This design comes from an exercise in tuning for small area and a short achievable clock period on the open sky130 flow, not from production work.
Function was not checked in any run shown here: the RTL went through the layout flow alone.

## flow/design.v (module list and top-level ports; edited modules follow where they fit)
// module fa: 8 lines
// module fpu_mul: 1036 lines
module fpu_mul( input         CLK,
                input         RESET,
                input         EN,
                input  [31:0] A,
                input  [31:0] B,
                output [31:0] Z );
  // ...
==> flow/run.sh <==
#!/bin/bash
# synth_recipe.tcl (not shown) runs the flow's synth.tcl, then flattens the netlist and writes it again
# the make line also repeats each setting of config.mk as NAME=value (left out here)
make -C /OpenROAD-flow-scripts/flow DESIGN_CONFIG=/design/flow/config.mk WORK_HOME=/design/flow/orfs CLKGATE_MAP_FILE= SYNTH_SCRIPT=/design/flow/synth_recipe.tcl finish
==> flow/config.mk <==
export PLATFORM = sky130hd
export DESIGN_NAME = fpu_mul
export DESIGN_NICKNAME = fpu_mul
export VERILOG_FILES = /design/flow/design.v
export SDC_FILE = /design/flow/constraint.sdc
export NUM_CORES = 4
export LEC_CHECK = 0
export CAP_MARGIN = 20
export CORE_MARGIN = 2
export CORE_UTILIZATION = 40
export SLEW_MARGIN = 20
==> flow/constraint.sdc <==
create_clock -name core_clock -period 10.0 [get_ports {CLK}]
set_input_delay 2.0000 -clock core_clock [delete_from_list [all_inputs] [get_ports {CLK}]]
set_output_delay 2.0000 -clock core_clock [all_outputs]
set_load 0.01 [all_outputs]
==> results.tsv, run 1 <==
stage	metric	value	unit
logic_synthesis	sequential-to-total area share from yosys stat	15.2	%
outcome	status	no timing/DRC/antenna violations	
route	met3 wire length	10300	microns
logic_synthesis	Synth Flop Type	dfxtp_1	
setup_path	critical path's largest stage delay	920	ps
logic_synthesis	synth cell count leaders	340 x a21oi_1, 297 x nor2_1, 292 x inv_1	
clock_tree	# resized after CTS	0	
timing	FMAX	134	MHz
layout	Signal buffers	178	
logic_synthesis	cell taking the most area after synthesis	fa_1	
clock_tree	post-CTS setup buffers	0	
logic_synthesis	share of Yosys cell area claimed by the top area cell type	21.5	%
die	Total Die Area	0.0644	sq mm
grt	vias in the first global route	22900	
placed_design	Placement Setup Slack	2690	ps
logic_synthesis	synthesis warning total	1	
min_path	Hold Path End	sign2$_DFF_P_	
placed_design	RePlAce Congestion	0.935	
clock_tree	buffer levels on the longest clock path	2	
layout	Top Registers	z_r (32), hA (26)	
timing	crit share post-route	74.5	%
setup_path	CP Capture Point	st2$_DFF_P_	
layout	non-filler instance count after layout	3903	
setup_path	Crit-path slowest cell	edfxtp_1	
grt	first-pass GRT wire length	138000	microns
==> run 2: changes to the inputs <==
--- a/flow/config.mk
+++ b/flow/config.mk
@@ -7,2 +7,3 @@
 export LEC_CHECK = 0
+export ABC_CLOCK_PERIOD_IN_PS = 4000
 export CAP_MARGIN = 20
@@ -10,2 +11,4 @@
 export CORE_UTILIZATION = 40
+export SETUP_SLACK_MARGIN = 5
 export SLEW_MARGIN = 20
+export SYNTH_HIERARCHICAL = 1
==> results.tsv, run 2 <==
stage	metric	value	unit	change
layout	nets@finish	3404		
layout	Area Overhead vs Synth	20.7	%	
grt	first-pass GRT wire length	145000	microns	+5.4%
route	detailed-route via count	24800		
timing	RSZ-0062 raised after global routing	yes		
layout	Top Registers	z_r (32), hA (26)		
grt	total track usage	30.3	%	
route	routed len/inst	25.8	microns	
setup_path	Worst setup EP type	flop		
setup_path	reg2reg start	ma[3]$_DFFE_PP_		
logic_synthesis	Avg Cell Area, Syn	8.16	sq um	
setup_path	critical path's largest stage delay	500	ps	-420 ps
timing	# setup viols final	0		
clock_tree	buffer levels on the longest clock path	2		unchanged
layout	fraction of layout cells with a size suffix above 1	15.4	%	
clock_tree	clk slew on worst S/H paths	80	ps	
job	number of max-cap violations	0		
timing	crit share post-route	60.7	%	-14 points
timing	Fin Setup TNS	0	ps	
logic_synthesis	Seq cells post-synth	158		
logic_synthesis	Synth Flop Type	dfxtp_1		
grt	grt total ovfl	0		
setup_path	CP Class	reg -> reg		
clock_tree	CTS sink count	158		
logic_synthesis	Netlist cell types	92		
min_path	Worst Hold Launch	sign_r$_SDFFE_PP0P_		
clock_tree	clk latency of the worst-skew pair	460	ps	
logic_synthesis	cell taking the most area after synthesis	fa_1		
clock_tree	CTS tree	built		
timing	Final Skew	18.0	ps	
logic_synthesis	share of Yosys cell area claimed by the top area cell type	22.1	%	+0.64 points
route	Via-to-Cell Ratio	6.56		
layout	Biggest register	z_r		
logic_synthesis	sequential-to-total area share from yosys stat	15.5	%	+0.39 points
clock_tree	H-tree depth	4		
timing	relative slew slack	36.2	%	
timing	FMAX	165	MHz	+23%
grt	vias in the first global route	23200		+1.5%
placed_design	dpl cell area	0.0257	sq mm	
outcome	status	no timing/DRC/antenna violations		
timing	Tightest Pin Transition	952	ps	
logic_synthesis	EDFF count, synth	62		
die	Total Die Area	0.0628	sq mm	-2.5%
placed_design	dpl hpwl	61900	microns	
die	core area	0.0602	sq mm	
setup_path	Critical Path RT	10330	ps	
timing	final worst path period need	6070	ps	
route	Final ANT Viol Nets	0		
setup_path	crit-path max FO	46		
route	DR DRC count	0		
logic_synthesis	synthesis warning total	7		+6
setup_path	Crit-path slowest cell	fa_1		
logic_synthesis	synth cell count leaders	302 x a21oi_1, 277 x clkbuf_1, 272 x nand2_1		
layout	Fill cells	5564		
layout	final instance area	0.0294	sq mm	
placed_design	PortBufs	98		
setup_path	CP Data Arrival Time	6400	ps	
timing	Final Hold Vio Count	0		
clock_tree	CTS Buf Count	17		
setup_path	critical path buffer and inverter count	1		
route	router iterations before antenna repair	8		
layout	max reg flops	32		
min_path	hold crit path type	reg -> reg		
logic_synthesis	dominant cell by count in the synthesized netlist	a21oi_1		
die	I/O pins	99		
route	total detailed-routing wirelength	97600	microns	
die	site row count	90		
logic_synthesis	Async SR Flop Fraction	0	%	
grt	largest net degree at the start of global routing	56		
setup_path	Cell Chain, Critical Path	clkbuf_8, nor2_1, a211oi_1, nor2_1, a221oi_4, fa_1, fa_2, fa_1, fa_1, ha_2, fa_2, fa_2, ha_4, and3_1, o21ai_0, a32oi_1, nand4_1, nor4b_2, nand3_1, a2111oi_2, o2111ai_1		
clock_tree	Root Driver	clkbuf_16		
placed_design	RePlAce Congestion	0.989		+5.9%
timing	Slew Limit Fails	0		
die	Initial Util	40.4	%	
grt	initial antenna violation count	1		
route	DRT iter0 DRCs	3384		
layout	Ant. Diodes	0		
setup_path	Setup crit start kind	flop		
setup_path	start point of the critical path	ma[3]$_DFFE_PP_		
logic_synthesis	Synth area leaders	fa_1 22%, dfxtp_1 7.9%, edfxtp_1 7.6%		
logic_synthesis	Synth Cell Area	0.0243	sq mm	
die	Die Wd	251	microns	
layout	most frequent cells in the layout	291 x a21oi_1, 258 x nand2_1, 241 x nor2_1		
logic_synthesis	Cells after Synth	2983		
layout	commonest non-fill, non-tap cell in the layout	a21oi_1		
logic_synthesis	syn_nets	3399		
die	Die H	251	microns	
setup_path	cell family with most CP delay	adder cells		
clock_tree	Hold Buf Count CTS	0		
-- run 2: logic make-up (layout without fill, tap and decap cells) --
| logic type | Yosys count | after routing | share of synthesized area [%] |
|---|---|---|---|
| multiplexers | 38 | 38 | 1.58 |
| buffers and inverters | 435 | 452 | 6.85 |
| AND/OR/NAND/NOR | 786 | 787 | 14.7 |
| flip-flops | 158 | 158 | 15.5 |
| adder cells (fa/ha/maj) | 453 | 453 | 30.5 |
| XOR/XNOR | 78 | 78 | 2.84 |
| AO/OA/AOI/OAI | 1035 | 1035 | 28.0 |
-- run 2: worst reg2reg max path: cells and delay by family, from the launching register on --
kind | cells | cell delay (ps)
and+or+nand+nor | 6 | 1020
adders and majority gates | 8 | 2990
AOI/OAI and AO/OA | 6 | 1200
buffers and inverters | 1 | 390
DFF | 1 | 350
-- run 2: modules after synthesis, one instance, submodules excluded --
module | area, sq um | cells inside | flops+latches
fpu_mul | 19000 | 2716 | 158
fa | 20.0 | 1 | 0
-- run 2: per-layer routing --
metal / vias up / wire [microns] / track usage, %
li1: 10900 / - / -
met1: 12000 / 38300 / 40.4
met2: 1563 / 41900 / 45.6
met3: 369 / 10900 / 6.70
met4: 2 / 6520 / 16.8
met5: - / 10 / 0
-- run 2: path summary, 6_finish.rpt --
check | to | slack (ps) | depth (start not counted)
setup / recovery | st2$_DFF_P_ | 3930 | 21
hold / removal | sign2$_DFF_P_ | 350 | 0
setup reg to reg | st2$_DFF_P_ | 3930 | 21
hold reg to reg | sign2$_DFF_P_ | 350 | 0
-- run 2: stage by stage --
stage / setup slack [ps] / hold WS [ps] / std cells / util, %
5_1_grt: 3720 / 365 / 3783 / 48.8
6_report: 3930 / 354 / 3783 / 48.8
3_3_place_gp: 3160 / 337 / 3588 / 42.6
4_1_cts: 4020 / 355 / 3757 / 48.0
2_1_floorplan: 4450 / 326 / 2983 / -
3_5_place_dp: 2990 / 339 / 3588 / 42.6
-- run 2: final cells by class --
type	instances	area, sq um	area share (%)
clock buffers	17	425	1.45
repair inverters	6	32.5	0.111
well taps	782	978	3.33
flip-flops and latches	158	3780	12.9
inverters	83	393	1.34
clock inverters	15	204	0.694
repair buffers	331	4010	13.7
multi-input cells	2391	19600	66.5
-- run 2: what timing repair did --
action,in CTS,in global routing
setup endpoints to repair,26,12
gates resized for setup,238,60
pin swaps,32,28
gates cloned,31,4
setup buffers,106,22
==> run 3: changes to the inputs <==
--- a/flow/config.mk
+++ b/flow/config.mk
@@ -7,3 +7,3 @@
 export LEC_CHECK = 0
-export ABC_CLOCK_PERIOD_IN_PS = 4000
+export ABC_AREA = 1
 export CAP_MARGIN = 20
==> results.tsv, run 3 <==
stage	metric	value	unit	change
outcome	status	no timing/DRC/antenna violations		
timing	Final Hold Vio Count	0		unchanged
timing	Final Skew	22.9	ps	+4.88 ps
route	DR DRC count	0		unchanged
grt	met2 Usage GRT	37.5	%	-8.1 points
layout	commonest non-fill, non-tap cell in the layout	nand2_1		
clock_tree	Root Driver	clkbuf_16		
grt	largest net degree at the start of global routing	66		+18%
timing	Fin Setup TNS	0	ps	unchanged
grt	initial antenna violation count	0		-1
clock_tree	CTS Buf Count	17		unchanged
timing	hold slack	351	ps	-2.18 ps
clock_tree	clk slew on worst S/H paths	80	ps	about the same
die	Total Die Area	0.0499	sq mm	-21%
min_path	hold crit path type	reg -> reg		
timing	# setup viols final	0		unchanged
logic_synthesis	share of Yosys cell area claimed by the top area cell type	27.9	%	+5.8 points
logic_synthesis	cell taking the most area after synthesis	fa_1		
logic_synthesis	Synth area leaders	fa_1 28%, xor2_1 13%, dfxtp_1 10%		
route	routed len/inst	21.7	microns	-16%
layout	non-filler instance count after layout	2944		-22%
die	Die Wd	223	microns	-11%
placed_design	RePlAce Congestion	0.872		-12%
clock_tree	H-tree depth	4		unchanged
logic_synthesis	sequential-to-total area share from yosys stat	19.6	%	+4.1 points
grt	total track usage	25.3	%	-5.0 points
clock_tree	Hold Buf Count CTS	0		unchanged
clock_tree	buffer levels on the longest clock path	2		unchanged
setup_path	CP Data Arrival Time	5730	ps	-670 ps
placed_design	PortBufs	98		unchanged
grt	grt total ovfl	0		unchanged
logic_synthesis	Avg Cell Area, Syn	8.81	sq um	+7.9%
logic_synthesis	synth cell count leaders	338 x nand2_1, 296 x xor2_1, 269 x fa_1		
logic_synthesis	Cells after Synth	2188		-27%
clock_tree	CTS sink count	158		unchanged
route	Final ANT Viol Nets	0		unchanged
grt	vias in the first global route	16600		-29%
clock_tree	clk latency of the worst-skew pair	480	ps	+20 ps
layout	Biggest register	z_r		
grt	met1 usage	34.2	%	-6.3 points
logic_synthesis	syn_nets	2604		-23%
die	site row count	80		-11%
grt	met3 GRT Util	7.64	%	+0.94 points
layout	Top Registers	z_r (32), hA (26)		
route	detailed-route via count	16700		-33%
timing	Slew Limit Fails	0		unchanged
layout	most frequent cells in the layout	326 x nand2_1, 288 x xor2_1, 244 x o22ai_1		
timing	Tightest Pin Transition	924	ps	-27.8 ps
route	total detailed-routing wirelength	63900	microns	-35%
route	router iterations before antenna repair	6		-2
die	Initial Util	40.4	%	+0.042 points
setup_path	Critical Path RT	10360	ps	+30 ps
logic_synthesis	Synth Flop Type	dfxtp_1		
layout	Ant. Diodes	0		unchanged
logic_synthesis	Synth Cell Area	0.0193	sq mm	-21%
route	DRT iter0 DRCs	1812		-46%
layout	Fill cells	4404		-21%
logic_synthesis	synthesis warning total	7		unchanged
grt	first-pass GRT wire length	96200	microns	-34%
layout	fraction of layout cells with a size suffix above 1	16.0	%	+0.61 points
route	Via-to-Cell Ratio	5.67		-14%
die	I/O pins	99		unchanged
placed_design	dpl hpwl	42800	microns	-31%
setup_path	Worst setup EP type	flop		
timing	FMAX	186	MHz	+13%
timing	relative slew slack	38.2	%	+2.0 points
setup_path	crit-path max FO	25		-46%
logic_synthesis	Netlist cell types	40		-57%
logic_synthesis	Seq cells post-synth	158		unchanged
timing	RSZ-0062 raised after global routing	yes		
setup_path	Setup crit start kind	flop		
die	core area	0.0476	sq mm	-21%
timing	final worst path period need	5360	ps	-711 ps
die	Die H	223	microns	-11%
placed_design	dpl cell area	0.0209	sq mm	-19%
clock_tree	CTS tree	built		
layout	final instance area	0.0235	sq mm	-20%
layout	nets@finish	2732		-20%
grt	layer with the highest usage	met2		
timing	crit share post-route	53.6	%	-7.1 points
placed_design	placed insts	2800		-22%
layout	max reg flops	32		unchanged
job	number of max-cap violations	0		unchanged
logic_synthesis	dominant cell by count in the synthesized netlist	nand2_1		
logic_synthesis	EDFF count, synth	62		unchanged
layout	Area Overhead vs Synth	21.8	%	
logic_synthesis	Async SR Flop Fraction	0	%	unchanged
setup_path	CP Class	reg -> reg		
run 3: per-stage QoR:
| step | util (%) | setup WS [ps] |
|---|---|---|
| 5_1_grt | 49.3 | 4390 |
| 4_1_cts | 47.8 | 4690 |
| 3_3_place_gp | 43.8 | 3880 |
| 6_report | 49.3 | 4640 |
| 2_1_floorplan | - | 4940 |
| 3_5_place_dp | 43.8 | 3760 |
run 3: layout make-up:
type	count	area, sq um	share of cell area (%)
Multi-Input combinational cell	1657	14700	62.5
Sequential cell	158	3780	16.1
Timing Repair Buffer	229	2660	11.3
Inverter	243	970	4.13
Tap cell	615	769	3.28
Clock buffer	20	447	1.90
Clock inverter	12	98.8	0.421
Timing Repair inverter	10	65.1	0.277
run 3: timing repair:
action                                  4_1_cts  5_1_grt
resized for setup                           127       83
pin swaps                                    33       56
endpoints found under the setup margin       17       10
cloned                                       26        7
setup buffers                                50       29
run 3: per-module statistics from Yosys (local to each module, per instance):
module   copies in the design  flops+latches  cell area [sq um]  cells inside
fpu_mul                     1            158              13900          1921
fa                        267              0               20.0             1
run 3: path summary, 6_finish.rpt:
kind | from | to | slack (ps) | cells after the start
max | ma[6]$_DFFE_PP_ | st2$_DFF_P_ | 4640 | 18
min | zero_r$_SDFFE_PP1P_ | zero2$_DFF_P_ | 350 | 0
min reg2reg | zero_r$_SDFFE_PP1P_ | zero2$_DFF_P_ | 350 | 0
max reg2reg | ma[6]$_DFFE_PP_ | st2$_DFF_P_ | 4640 | 18
run 3: metal layers:
layer	share of wire, %	up-vias
met2	43	1005
met4	4.3	0
li1	-	7447
met3	11	197
met5	0	-
met1	41	8038
run 3: kinds of logic after synthesis:
| group | after synthesis | share of synthesized area, % |
|---|---|---|
| simple gates | 630 | 14.2 |
| compound gates | 357 | 11.1 |
| buf+inv | 379 | 7.60 |
| xor+xnor | 315 | 14.4 |
| flops | 158 | 19.6 |
| fa+ha+maj | 349 | 33.1 |
run 3: worst max-delay path, cell delays in order, from the launching register on:
cell and delay [ps]:
edfxtp_1 380, inv_2 520, o22ai_1 240, xor2_1 230, fa_2 400, fa_2 560, fa_1 440, fa_1 500
fa_2 410, ha_4 290, nand4_1 150, nor2_2 160, nand4_1 120, nand3_2 160, nand3_2 80, xnor2_1 120
or2_2 300, nor2_2 100, nand3_1 70

## static timing again, ports no longer ideal
Ports are ideal in the flow. The routed layouts listed here were re-timed in OpenROAD. Step 1: set_driving_cell puts a clkbuf_16 on CLK and a buf_2 on each other input, an assumption about the parent block. Step 2 moves the port delays by t, midway between the first and last clock arrival at a register: inputs arrive t later, outputs are due t later. That takes back most of the time a late clock gives input paths. Slacks: no drivers / after step 1 / after step 2; pairs: no drivers / after step 1.
run	t, ns	slack for setup (ns)	worst register clock-pin slew, ns
run 1	0.540	2.555 / 2.555 / 2.555	0.08 / 0.08
run 2	0.516	3.925 / 3.925 / 3.925	0.09 / 0.09
run 3	0.517	4.636 / 4.636 / 4.636	0.08 / 0.08
After both steps every run listed still meets setup and hold.
